This design comes from an exercise in tuning for small area on the open sky130 flow, not from production work. Function was checked by simulation only, so behaviour that the tests miss may differ from the original.

==> try-lagoon <==
==> flow/design.v <==
`timescale 1ns / 1ps
`timescale 1ns / 1ps
 `timescale 1ns / 1ps
package cpu_core_pkg;
localparam int RSIZE  = 32 ;   
localparam int ISIZE  = 32 ;   
localparam [6:0] OP_LUI     = 7'b011_0111 ;   
localparam [6:0] OP_AUIPC   = 7'b001_0111 ;   
localparam [6:0] OP_JAL     = 7'b110_1111 ;   
localparam [6:0] OP_JALR    = 7'b110_0111 ;   
localparam [6:0] OP_BRANCH  = 7'b110_0011 ;   
localparam [6:0] OP_LOAD    = 7'b000_0011 ;   
localparam [6:0] OP_STORE   = 7'b010_0011 ;   
localparam [6:0] OP_ALU     = 7'b011_0011 ;   
localparam [6:0] OP_ALUI    = 7'b001_0011 ;   
localparam [2:0] F3_ADDX  = 3'b000 ;
localparam [2:0] F3_SUB   = 3'b000 ;
localparam [2:0] F3_SLTX  = 3'b010 ;
localparam [2:0] F3_SLTUX = 3'b011 ;
localparam [2:0] F3_XORX  = 3'b100 ;
localparam [2:0] F3_ORX   = 3'b110 ;
localparam [2:0] F3_ANDX  = 3'b111 ;
localparam [2:0] F3_SLLX  = 3'b001 ;
localparam [2:0] F3_SRXX  = 3'b101 ;
localparam [2:0] F3_JALR = 3'b000 ;
localparam [2:0] F3_BEQ  = 3'b000 ;
localparam [2:0] F3_BNE  = 3'b001 ;
localparam [2:0] F3_BLT  = 3'b100 ;
localparam [2:0] F3_BGE  = 3'b101 ;  
localparam [2:0] F3_BLTU = 3'b110 ;
localparam [2:0] F3_BGEU = 3'b111 ;
localparam [2:0] F3_LB   = 3'b000 ;
localparam [2:0] F3_LH   = 3'b001 ;
localparam [2:0] F3_LW   = 3'b010 ;
localparam [2:0] F3_LBU  = 3'b100 ;
localparam [2:0] F3_LHU  = 3'b101 ;
localparam [2:0] F3_SB   = 3'b000 ;
localparam [2:0] F3_SH   = 3'b001 ;
localparam [2:0] F3_SW   = 3'b010 ;
localparam [1:0] BYTE    = 2'b00 ;
localparam [1:0] HWORD   = 2'b01 ;
localparam [1:0] WORD    = 2'b10 ;
localparam [3:0] ALU_ADD  = 4'b0000 ;
localparam [3:0] ALU_SUB  = 4'b0001 ;
localparam [3:0] ALU_SLT  = 4'b0100 ;
localparam [3:0] ALU_SLTU = 4'b0110 ;
localparam [3:0] ALU_XOR  = 4'b1000 ;
localparam [3:0] ALU_OR   = 4'b1100 ;
localparam [3:0] ALU_AND  = 4'b1110 ;
localparam [3:0] ALU_SLL  = 4'b0010 ;
localparam [3:0] ALU_SRL  = 4'b1010 ;
localparam [3:0] ALU_SRA  = 4'b1011 ;
localparam [3:0] ALU_ILLG = 4'b1111 ;   
endpackage
module xu_adder (
    input  logic [31:0] op1_i,
    input  logic [31:0] op2x_i,
    input  logic        cin_i,
    output logic [31:0] p_o,
    output logic [31:0] g_o,
    output logic [32:0] sum_o
);
logic [31:0] pp, gg;
assign p_o = op1_i ^ op2x_i;
assign g_o = op1_i & op2x_i;
always_comb begin
    pp = p_o;
    gg = g_o;
    gg[0] = g_o[0] | (p_o[0] & cin_i);
    for (int l = 1; l <= 5; l++)
        for (int j = (1 << l) - 1; j < 32; j += (1 << l)) begin
            gg[j] = gg[j] | (pp[j] & gg[j - (1 << (l-1))]);
            pp[j] = pp[j] & pp[j - (1 << (l-1))];
        end
    for (int l = 5; l > 0; l--)
        for (int j = (1 << l) + (1 << (l-1)) - 1; j < 32; j += (1 << l)) begin
            gg[j] = gg[j] | (pp[j] & gg[j - (1 << (l-1))]);
            pp[j] = pp[j] & pp[j - (1 << (l-1))];
        end
end
assign sum_o = {gg[31], p_o ^ {gg[30:0], cin_i}};
endmodule
 `timescale 1ns / 1ps
module exec_unit #(parameter  PC_INIT = 32'h0000_0000 )(
    input  logic              clock_i,
    input  logic              nreset_i,
    input  logic [32-1:0]  reg_file_rs0_i,
    input  logic [32-1:0]  reg_file_rs1_i,
    output logic              du_stall_o,
    input  logic              du_bubble_i,
    input  logic [32-1:0]  du_pc_i,
    input  logic [4:0]        du_rs0_i,
    input  logic [4:0]        du_rs1_i,
    input  logic [4:0]        du_rdt_i,
    input  logic [6:0]        du_opcode_i,
    input  logic [3:0]        du_alu_opcode_i,
    input  logic [2:0]        du_func3_i,
    input  logic              du_is_R_type_i,
    input  logic              du_is_I_type_i,
    input  logic              du_is_S_type_i,
    input  logic              du_is_B_type_i,
    input  logic              du_is_U_type_i,
    input  logic [11:0]       du_immI_i,
    input  logic [11:0]       du_immS_i,
    input  logic [19:0]       du_immU_i,
    input  logic              mem_stall_i,
    output logic [32-1:0]  xu_alu_result_o,
    output logic              xu_alu_bubble_o,
    output logic [4:0]        xu_rdt_addr_o,
    output logic              xu_is_mem_op_o,
    output logic              xu_bubble_o,
    output logic [32-1:0]  mem_addr_o,
    output logic              mem_cmd_o,
    output logic [32-1:0]  mem_data_o,
    output logic [1:0]        mem_size_o
);
logic [31:0] alu_result_rg, mem_addr_rg, mem_data_rg;
logic        run;
assign run = ~mem_stall_i;
logic        alu_bubble_rg, lsu_bubble_rg, mem_cmd_rg;
logic [1:0]  mem_size_rg;
logic [4:0]  rdt_rg;
logic rs0_hit, rs1_hit, src_eq, interlock, bub;
assign rs0_hit = (du_rs0_i == rdt_rg);
assign rs1_hit = (du_rs1_i == rdt_rg);
always_comb begin
    case ({du_is_R_type_i, du_is_I_type_i, du_is_S_type_i, du_is_B_type_i})
        4'b1000, 4'b0010, 4'b0001: src_eq = rs0_hit | rs1_hit;
        4'b0100:                   src_eq = rs0_hit;
        default:                   src_eq = 1'b0;
    endcase
end
assign interlock = ~lsu_bubble_rg & ~mem_cmd_rg & src_eq & (|rdt_rg);
assign bub       = du_bubble_i | interlock;
assign du_stall_o     = (mem_stall_i & ~du_bubble_i) | interlock;
assign xu_bubble_o    = (alu_bubble_rg & lsu_bubble_rg) | mem_stall_i;
assign xu_is_mem_op_o = ~lsu_bubble_rg;
logic [31:0] op1, op2;
always_comb begin
    case ({du_is_I_type_i, du_is_R_type_i, du_is_U_type_i})
        3'b010:  begin op1 = reg_file_rs0_i; op2 = reg_file_rs1_i; end
        3'b100:  begin op1 = reg_file_rs0_i; op2 = {{20{du_immI_i[11]}}, du_immI_i}; end
        3'b001:  begin op1 = (du_opcode_i == 7'h37) ? 32'h0 : du_pc_i; op2 = {du_immU_i, 12'h000}; end
        default: begin op1 = 32'h0; op2 = 32'h0; end
    endcase
end
logic [3:0]  aop;
logic        legal, inv, lt;
logic [31:0] op2x, sum, shin;
logic [32:0] sum33;
assign aop   = du_alu_opcode_i;
assign legal = ~aop[0] | (~aop[2] & (aop[1] == aop[3]));
assign inv   = ~aop[3] & (aop[0] | aop[2]);
assign op2x  = op2 ^ {32{inv}};
logic [31:0] ap, ag;
xu_adder adder_inst (.op1_i(op1), .op2x_i(op2x), .cin_i(inv), .p_o(ap), .g_o(ag), .sum_o(sum33));
assign sum   = sum33[31:0];
assign lt    = aop[1] ? ~sum33[32] : ((op1[31] ^ op2[31]) ? op1[31] : sum[31]);
always_comb begin
    for (int i = 0; i < 32; i++) shin[i] = aop[3] ? op1[i] : op1[31-i];
end
logic fill;
logic [31:0] s1, s2, s3, s4;
assign fill = aop[0] & op1[31];
assign s1  = op2[0] ? {fill, shin[31:1]} : shin;
assign s2  = op2[1] ? {{2{fill}}, s1[31:2]} : s1;
assign s3  = op2[2] ? {{4{fill}}, s2[31:4]} : s2;
assign s4  = op2[3] ? {{8{fill}}, s3[31:8]} : s3;
logic en_sum, en_lt, en_sll, en_sr, en_x, en_o, en_a;
logic [31:0] lp, lg;
assign en_sum = legal & ~aop[3] & ~aop[2] & ~aop[1];
assign en_lt  = legal & ~aop[3] &  aop[2];
assign en_sll = legal & ~aop[3] & ~aop[2] &  aop[1];
assign en_sr  = legal &  aop[3] & ~aop[2] &  aop[1];
assign en_x   = legal &  aop[3] & ~aop[2] & ~aop[1];
assign en_o   = legal &  aop[3] &  aop[2] & ~aop[1];
assign en_a   = legal &  aop[3] &  aop[2] &  aop[1];
assign lp = ap;
assign lg = ag;
logic        e_sr_hi, e_sr_lo, e_sll_hi, e_sll_lo;
logic [31:0] shift_term;
assign e_sr_hi  = run & en_sr  &  op2[4];
assign e_sr_lo  = run & en_sr  & ~op2[4];
assign e_sll_hi = run & en_sll &  op2[4];
assign e_sll_lo = run & en_sll & ~op2[4];
always_comb begin
    for (int i = 0; i < 32; i++) begin
        shift_term[i] = (e_sr_lo & s4[i]) | (e_sll_lo & s4[31-i])
                      | (e_sr_hi & ((i < 16) ? s4[(i+16) % 32] : fill))
                      | (e_sll_hi & ((i >= 16) ? s4[(47-i) % 32] : 1'b0));
    end
end
logic [31:0] res_next;
assign res_next = ({32{run & (en_x | en_o)}} & lp) | ({32{run & (en_a | en_o)}} & lg)
                | ({32{run & en_sum}} & sum) | shift_term
                | {31'h0, run & en_lt & lt} | ({32{mem_stall_i}} & alu_result_rg);
logic        store, load;
logic [11:0] imm;
logic [31:0] addr, sdata;
logic [1:0]  off;
assign store = du_is_S_type_i;
assign load  = (du_opcode_i == 7'h03);
assign imm   = store ? du_immS_i : du_immI_i;
logic [12:0] alo;
logic [19:0] ahi_q, ahi_run;
logic        ahi_t;
assign alo     = {1'b0, reg_file_rs0_i[11:0]} + {1'b0, imm};
assign ahi_t   = alo[12] ^ imm[11];
assign ahi_q   = reg_file_rs0_i[31:12] ^ {20{imm[11]}};
always_comb begin
    ahi_run[0] = 1'b1;
    for (int i = 1; i < 20; i++) ahi_run[i] = ahi_run[i-1] & ahi_q[i-1];
end
assign addr = {reg_file_rs0_i[31:12] ^ ({20{ahi_t}} & ahi_run), alo[11:0]};
assign off   = addr[1:0];
logic       sel_w;
logic [3:0] sel_b, sel_h;
assign sel_w = store & du_func3_i[1];
always_comb begin
    for (int k = 0; k < 4; k++) begin
        sel_b[k] = store & ~du_func3_i[1] & (off == k[1:0]);
        sel_h[k] = store & ~du_func3_i[1] & du_func3_i[0] & (k != 0) & (off == k[1:0] - 2'd1);
    end
end
always_comb begin
    for (int k = 0; k < 4; k++)
        sdata[8*k +: 8] = ({8{run & sel_w}} & reg_file_rs1_i[8*k +: 8])
                        | ({8{run & sel_b[k]}} & reg_file_rs1_i[7:0])
                        | ({8{run & sel_h[k]}} & reg_file_rs1_i[15:8])
                        | ({8{mem_stall_i}} & mem_data_rg[8*k +: 8]);
end
always_ff @(posedge clock_i or negedge nreset_i) begin
    if (!nreset_i) begin
        alu_result_rg <= 32'h0;
        mem_data_rg   <= 32'h0;
    end else begin
        alu_result_rg <= res_next;
        mem_data_rg   <= sdata;
    end
end
always_ff @(posedge clock_i or negedge nreset_i) begin
    if (!nreset_i) begin
        alu_bubble_rg <= 1'b1;
        lsu_bubble_rg <= 1'b1;
        mem_addr_rg   <= 32'h0;
        mem_cmd_rg    <= 1'b0;
        mem_size_rg   <= 2'b00;
        rdt_rg        <= 5'h0;
    end else if (!mem_stall_i) begin
        alu_bubble_rg <= ~legal | bub;
        lsu_bubble_rg <= (load | store) ? bub : 1'b1;
        mem_addr_rg   <= addr;
        mem_cmd_rg    <= store;
        mem_size_rg   <= du_func3_i[1:0];
        rdt_rg        <= du_rdt_i;
    end
end
assign xu_alu_result_o = alu_result_rg;
assign xu_alu_bubble_o = alu_bubble_rg;
assign xu_rdt_addr_o   = rdt_rg;
assign mem_addr_o      = mem_addr_rg;
assign mem_cmd_o       = mem_cmd_rg;
assign mem_data_o      = mem_data_rg;
assign mem_size_o      = mem_size_rg;
endmodule
==> flow/flow/run.sh <==
#!/bin/bash
# Own layout flow:
#  1. the standard synthesis (synth_recipe.tcl), hierarchical, run through flow/synth.tcl,
#     which only swaps ORFS's delay-oriented ABC script for
#     flow/abc_area.script; adders use Yosys's default Brent-Kung carry
#     lookahead (no Kogge-Stone extra map) and no full/half-adder cells.
#  2. the standard layout (standard.sh) for every later step, with the
#     port buffers made of buf_1 cells (later repair may resize them).
# Each tool's output goes to its own log in the work folder (synth.log,
# layout.log); ORFS's per-step logs are under orfs/logs/.
set -euo pipefail
W=$(pwd)
export FLOW_WORK=$W
make -C "$FLOW_HOME" DESIGN_CONFIG="$W/config.mk" WORK_HOME="$W/orfs" CLKGATE_MAP_FILE= \
  SYNTH_SCRIPT="$W/flow/synth.tcl" SYNTH_OPERATIONS_ARGS=-booth ADDER_MAP_FILE= SYNTH_HIERARCHICAL=1 \
  synth > "$W/synth.log" 2>&1
bash standard.sh "BUFFER_PORTS_ARGS=-buffer_cell sky130_fd_sc_hd__buf_1" finish > "$W/layout.log" 2>&1
==> flow/flow/abc_area.script <==
strash
&get -n
&fraig -x
&put
dc2
strash
&get -n
&dch -f
&nf -p
&put
==> flow/flow/abc_tree.script <==
strash
&get -n
&nf -F 8 -A 4 -C 32 -p
&put
==> flow/flow/synth.tcl <==
# The standard synthesis (synth_recipe.tcl, unchanged), with one difference:
# ABC maps the logic with this folder's scripts in place of ORFS's
# delay-oriented one. The design keeps its modules through synthesis
# (SYNTH_HIERARCHICAL=1 from run.sh; synth_recipe.tcl flattens at the end):
#  - the ALU adder module (xu_adder) with abc_tree.script, which maps the AIG
#    as the RTL structures it, so its Brent-Kung carry tree survives;
#  - every other module with abc_area.script, which rewrites the logic for
#    area before mapping.
# Registers, their names and cell types are made by the same steps as in the
# standard synthesis.
set own_flow_dir [file dirname [file normalize [info script]]]
proc abc {args} {
  set i [lsearch -exact $args -script]
  set tree $args
  set area $args
  if {$i >= 0} {
    lset tree [expr {$i + 1}] [file join $::own_flow_dir abc_tree.script]
    lset area [expr {$i + 1}] [file join $::own_flow_dir abc_area.script]
  }
  set mods [yosys tee -q -s result.string select -list-mod *]
  foreach m [split [string trim $mods] "\n"] {
    set m [string trim $m]
    if {$m eq ""} continue
    if {[string match *xu_adder* $m]} {
      yosys abc {*}$tree $m
    } else {
      yosys abc {*}$area $m
    }
  }
}
source [file join $::env(FLOW_WORK) synth_recipe.tcl]
==> flow/standard.sh <==
#!/bin/bash
# synth_recipe.tcl (not shown) runs the flow's synth.tcl, then flattens the netlist and writes it again
# the make line also repeats each setting of config.mk as NAME=value (left out here)
make -C /OpenROAD-flow-scripts/flow DESIGN_CONFIG=/design/flow/config.mk WORK_HOME=/design/flow/orfs CLKGATE_MAP_FILE= SYNTH_SCRIPT=/design/flow/synth_recipe.tcl "${@:-finish}"
==> flow/config.mk <==
export PLATFORM = sky130hd
export DESIGN_NAME = exec_unit
export DESIGN_NICKNAME = exec_unit
export VERILOG_FILES = /design/flow/design.v
export SDC_FILE = /design/flow/constraint.sdc
export NUM_CORES = 4
export LEC_CHECK = 0
export CAP_MARGIN = 20
export CORE_MARGIN = 2
export CORE_UTILIZATION = 40
export GPL_TIMING_DRIVEN = 0
export PLACE_DENSITY = 0.65
export SLEW_MARGIN = 20
==> flow/constraint.sdc <==
create_clock -name core_clock -period 8.0 [get_ports {clock_i}]
set_input_delay 1.6000 -clock core_clock [delete_from_list [all_inputs] [get_ports {clock_i}]]
set_output_delay 1.6000 -clock core_clock [all_outputs]
set_load 0.01 [all_outputs]
==> try-maple (differences from try-lagoon) <==
--- a/flow/design.v
+++ b/flow/design.v
@@ -52,34 +52,6 @@
 localparam [3:0] ALU_SRA  = 4'b1011 ;
 localparam [3:0] ALU_ILLG = 4'b1111 ;   
 endpackage
-module xu_adder (
-    input  logic [31:0] op1_i,
-    input  logic [31:0] op2x_i,
-    input  logic        cin_i,
-    output logic [31:0] p_o,
-    output logic [31:0] g_o,
-    output logic [32:0] sum_o
-);
-logic [31:0] pp, gg;
-assign p_o = op1_i ^ op2x_i;
-assign g_o = op1_i & op2x_i;
-always_comb begin
-    pp = p_o;
-    gg = g_o;
-    gg[0] = g_o[0] | (p_o[0] & cin_i);
-    for (int l = 1; l <= 5; l++)
-        for (int j = (1 << l) - 1; j < 32; j += (1 << l)) begin
-            gg[j] = gg[j] | (pp[j] & gg[j - (1 << (l-1))]);
-            pp[j] = pp[j] & pp[j - (1 << (l-1))];
-        end
-    for (int l = 5; l > 0; l--)
-        for (int j = (1 << l) + (1 << (l-1)) - 1; j < 32; j += (1 << l)) begin
-            gg[j] = gg[j] | (pp[j] & gg[j - (1 << (l-1))]);
-            pp[j] = pp[j] & pp[j - (1 << (l-1))];
-        end
-end
-assign sum_o = {gg[31], p_o ^ {gg[30:0], cin_i}};
-endmodule
  `timescale 1ns / 1ps
 module exec_unit #(parameter  PC_INIT = 32'h0000_0000 )(
     input  logic              clock_i,
@@ -152,8 +124,25 @@
 assign legal = ~aop[0] | (~aop[2] & (aop[1] == aop[3]));
 assign inv   = ~aop[3] & (aop[0] | aop[2]);
 assign op2x  = op2 ^ {32{inv}};
-logic [31:0] ap, ag;
-xu_adder adder_inst (.op1_i(op1), .op2x_i(op2x), .cin_i(inv), .p_o(ap), .g_o(ag), .sum_o(sum33));
+logic [31:0] ap, ag, pp, gg;
+assign ap = op1 ^ op2x;
+assign ag = op1 & op2x;
+always_comb begin
+    pp = ap;
+    gg = ag;
+    gg[0] = ag[0] | (ap[0] & inv);
+    for (int l = 1; l <= 5; l++)
+        for (int j = (1 << l) - 1; j < 32; j += (1 << l)) begin
+            gg[j] = gg[j] | (pp[j] & gg[j - (1 << (l-1))]);
+            pp[j] = pp[j] & pp[j - (1 << (l-1))];
+        end
+    for (int l = 5; l > 0; l--)
+        for (int j = (1 << l) + (1 << (l-1)) - 1; j < 32; j += (1 << l)) begin
+            gg[j] = gg[j] | (pp[j] & gg[j - (1 << (l-1))]);
+            pp[j] = pp[j] & pp[j - (1 << (l-1))];
+        end
+end
+assign sum33 = {gg[31], ap ^ {gg[30:0], inv}};
 assign sum   = sum33[31:0];
 assign lt    = aop[1] ? ~sum33[32] : ((op1[31] ^ op2[31]) ? op1[31] : sum[31]);
 always_comb begin
--- a/flow/flow/run.sh
+++ b/flow/flow/run.sh
@@ -1,6 +1,6 @@
 #!/bin/bash
 # Own layout flow:
-#  1. the standard synthesis (synth_recipe.tcl), hierarchical, run through flow/synth.tcl,
+#  1. the standard synthesis (synth_recipe.tcl) run through flow/synth.tcl,
 #     which only swaps ORFS's delay-oriented ABC script for
 #     flow/abc_area.script; adders use Yosys's default Brent-Kung carry
 #     lookahead (no Kogge-Stone extra map) and no full/half-adder cells.
@@ -12,6 +12,6 @@
 W=$(pwd)
 export FLOW_WORK=$W
 make -C "$FLOW_HOME" DESIGN_CONFIG="$W/config.mk" WORK_HOME="$W/orfs" CLKGATE_MAP_FILE= \
-  SYNTH_SCRIPT="$W/flow/synth.tcl" SYNTH_OPERATIONS_ARGS=-booth ADDER_MAP_FILE= SYNTH_HIERARCHICAL=1 \
+  SYNTH_SCRIPT="$W/flow/synth.tcl" SYNTH_OPERATIONS_ARGS=-booth ADDER_MAP_FILE= \
   synth > "$W/synth.log" 2>&1
 bash standard.sh "BUFFER_PORTS_ARGS=-buffer_cell sky130_fd_sc_hd__buf_1" finish > "$W/layout.log" 2>&1
==> flow/flow/synth.tcl (replaced) <==
# The standard synthesis (synth_recipe.tcl, unchanged), with one difference:
# ABC maps the logic with flow/abc_area.script in place of ORFS's
# delay-oriented script: it rewrites the logic for area (dc2) and maps it with
# area recovery. Registers, their names and cell types are made by the same
# steps as in the standard synthesis.
set own_abc_script [file join [file dirname [file normalize [info script]]] abc_area.script]
proc abc {args} {
  set i [lsearch -exact $args -script]
  if {$i >= 0} { lset args [expr {$i + 1}] $::own_abc_script }
  yosys abc {*}$args
}
source [file join $::env(FLOW_WORK) synth_recipe.tcl]
removed: flow/flow/abc_tree.script
==> try-yarrow (differences from try-lagoon) <==
--- a/flow/design.v
+++ b/flow/design.v
@@ -52,34 +52,6 @@
 localparam [3:0] ALU_SRA  = 4'b1011 ;
 localparam [3:0] ALU_ILLG = 4'b1111 ;   
 endpackage
-module xu_adder (
-    input  logic [31:0] op1_i,
-    input  logic [31:0] op2x_i,
-    input  logic        cin_i,
-    output logic [31:0] p_o,
-    output logic [31:0] g_o,
-    output logic [32:0] sum_o
-);
-logic [31:0] pp, gg;
-assign p_o = op1_i ^ op2x_i;
-assign g_o = op1_i & op2x_i;
-always_comb begin
-    pp = p_o;
-    gg = g_o;
-    gg[0] = g_o[0] | (p_o[0] & cin_i);
-    for (int l = 1; l <= 5; l++)
-        for (int j = (1 << l) - 1; j < 32; j += (1 << l)) begin
-            gg[j] = gg[j] | (pp[j] & gg[j - (1 << (l-1))]);
-            pp[j] = pp[j] & pp[j - (1 << (l-1))];
-        end
-    for (int l = 5; l > 0; l--)
-        for (int j = (1 << l) + (1 << (l-1)) - 1; j < 32; j += (1 << l)) begin
-            gg[j] = gg[j] | (pp[j] & gg[j - (1 << (l-1))]);
-            pp[j] = pp[j] & pp[j - (1 << (l-1))];
-        end
-end
-assign sum_o = {gg[31], p_o ^ {gg[30:0], cin_i}};
-endmodule
  `timescale 1ns / 1ps
 module exec_unit #(parameter  PC_INIT = 32'h0000_0000 )(
     input  logic              clock_i,
@@ -152,8 +124,25 @@
 assign legal = ~aop[0] | (~aop[2] & (aop[1] == aop[3]));
 assign inv   = ~aop[3] & (aop[0] | aop[2]);
 assign op2x  = op2 ^ {32{inv}};
-logic [31:0] ap, ag;
-xu_adder adder_inst (.op1_i(op1), .op2x_i(op2x), .cin_i(inv), .p_o(ap), .g_o(ag), .sum_o(sum33));
+logic [31:0] ap, ag, pp, gg;
+assign ap = op1 ^ op2x;
+assign ag = op1 & op2x;
+always_comb begin
+    pp = ap;
+    gg = ag;
+    gg[0] = ag[0] | (ap[0] & inv);
+    for (int l = 1; l <= 5; l++)
+        for (int j = (1 << l) - 1; j < 32; j += (1 << l)) begin
+            gg[j] = gg[j] | (pp[j] & gg[j - (1 << (l-1))]);
+            pp[j] = pp[j] & pp[j - (1 << (l-1))];
+        end
+    for (int l = 5; l > 0; l--)
+        for (int j = (1 << l) + (1 << (l-1)) - 1; j < 32; j += (1 << l)) begin
+            gg[j] = gg[j] | (pp[j] & gg[j - (1 << (l-1))]);
+            pp[j] = pp[j] & pp[j - (1 << (l-1))];
+        end
+end
+assign sum33 = {gg[31], ap ^ {gg[30:0], inv}};
 assign sum   = sum33[31:0];
 assign lt    = aop[1] ? ~sum33[32] : ((op1[31] ^ op2[31]) ? op1[31] : sum[31]);
 always_comb begin
--- a/flow/flow/run.sh
+++ b/flow/flow/run.sh
@@ -1,6 +1,6 @@
 #!/bin/bash
 # Own layout flow:
-#  1. the standard synthesis (synth_recipe.tcl), hierarchical, run through flow/synth.tcl,
+#  1. the standard synthesis (synth_recipe.tcl) run through flow/synth.tcl,
 #     which only swaps ORFS's delay-oriented ABC script for
 #     flow/abc_area.script; adders use Yosys's default Brent-Kung carry
 #     lookahead (no Kogge-Stone extra map) and no full/half-adder cells.
@@ -12,6 +12,6 @@
 W=$(pwd)
 export FLOW_WORK=$W
 make -C "$FLOW_HOME" DESIGN_CONFIG="$W/config.mk" WORK_HOME="$W/orfs" CLKGATE_MAP_FILE= \
-  SYNTH_SCRIPT="$W/flow/synth.tcl" SYNTH_OPERATIONS_ARGS=-booth ADDER_MAP_FILE= SYNTH_HIERARCHICAL=1 \
+  SYNTH_SCRIPT="$W/flow/synth.tcl" SYNTH_OPERATIONS_ARGS=-booth ADDER_MAP_FILE= \
   synth > "$W/synth.log" 2>&1
 bash standard.sh "BUFFER_PORTS_ARGS=-buffer_cell sky130_fd_sc_hd__buf_1" finish > "$W/layout.log" 2>&1
==> flow/flow/abc_area.script (replaced) <==
strash
&get -n
&fraig -x
&put
dc2
strash
&get -n
&dch -f
&nf -p -R 10
&put
==> flow/flow/synth.tcl (replaced) <==
# The standard synthesis (synth_recipe.tcl, unchanged), with one difference:
# ABC maps the logic with flow/abc_area.script in place of ORFS's
# delay-oriented script. That script maps the AIG as the RTL structures it
# (no rewriting), with extra area-recovery rounds, so the RTL's Brent-Kung
# carry trees survive while the rest is mapped for area. Registers, their
# names and cell types are made by the same steps as in the standard synthesis.
set own_abc_script [file join [file dirname [file normalize [info script]]] abc_area.script]
proc abc {args} {
  set i [lsearch -exact $args -script]
  if {$i >= 0} { lset args [expr {$i + 1}] $::own_abc_script }
  yosys abc {*}$args
}
source [file join $::env(FLOW_WORK) synth_recipe.tcl]
removed: flow/flow/abc_tree.script
==> results_dict.tcl <==
set metrics [dict create \
    reg2reg_from "rdt_rg[3]" \
    outcome "finished clean" \
    hold_slack_ns 0.483 \
    power_clock_mw 0.498 \
    post-route-cell-area_sq_um 12000 \
    synth.area.mux_share_pct 5.42 \
    fp.dieW_um 157 \
    synthCells 1195 \
    worstMarginPinSlew_ns 1.04 \
    mappedNetlistNets 1373 \
    dp_cells 1822 \
    timing.final.crit_share_pct 96.8 \
    synth.distinct_cells 56 \
]
The numbers above come from try-maple.

==> results_dict.tcl <==
set metrics [dict create \
    outcome "finished clean" \
    synth.distinct_cells 56 \
    worstMarginPinSlew_ns 1.12 \
    synth.area.mux_share_pct 5.50 \
    critPathCapture "alu_result_rg[0]" \
    mappedNetlistNets 1385 \
    synthCells 1207 \
    power_clock_mw 0.493 \
    reg2reg_from "rdt_rg[3]" \
    timing.final.crit_share_pct 96.7 \
]
The numbers above come from try-yarrow.

==> results_dict.tcl <==
set metrics [dict create \
    outcome "finished clean" \
    reg2reg_from "rdt_rg[1]" \
    fp.dieW_um 160 \
    hold_slack_ns 0.485 \
    worstMarginPinSlew_ns 1.07 \
    power_clock_mw 0.506 \
    dp_cells 1869 \
    synth.distinct_cells 53 \
    worst-path-buf-inv 1 \
    mappedNetlistNets 1415 \
    synth.area.mux_share_pct 5.57 \
    post-route-cell-area_sq_um 11900 \
    seq_share_pct 22.3 \
]
The numbers above come from try-lagoon.

## what the ideal ports hide
How much do the figures lean on ideal ports? The routed layouts below were timed once more, with nothing changed but the port constraints. Step 1 (the two cells are an assumption about what drives the block):
set clk [get_ports {clock_i}]
set_driving_cell -lib_cell sky130_fd_sc_hd__clkbuf_16 $clk
set_driving_cell -lib_cell sky130_fd_sc_hd__buf_2 [delete_from_list [all_inputs] $clk]
Step 2, shift: input delay + t, output delay - t, t = (earliest + latest rising clock arrival at the registers) / 2. This alone moves slack from input paths to output paths. Three values: ideal, step 1, step 2; two values: the first two.
| run | shift t [ns] | setup slack, ns | latest minus earliest clock arrival (ns) | worst register clock-pin slew, ns | worst data-port slew with drivers (ns) |
|---|---|---|---|---|---|
| try-lagoon | 0.418 | 0.314 / 0.324 / -0.094 | 0.014 / 0.014 | 0.10 / 0.10 | 0.07 |
| try-maple | 0.423 | 0.259 / 0.273 / -0.150 | 0.019 / 0.018 | 0.09 / 0.09 | 0.06 |
| try-yarrow | 0.431 | 0.261 / 0.286 / -0.145 | 0.020 / 0.020 | 0.10 / 0.10 | 0.07 |
With both steps, setup timing fails in every run listed, where it was met with ideal ports. For try-maple, which loses most, drivers alone change the setup slack by +0.014 ns; drivers and shift together by -0.409 ns.
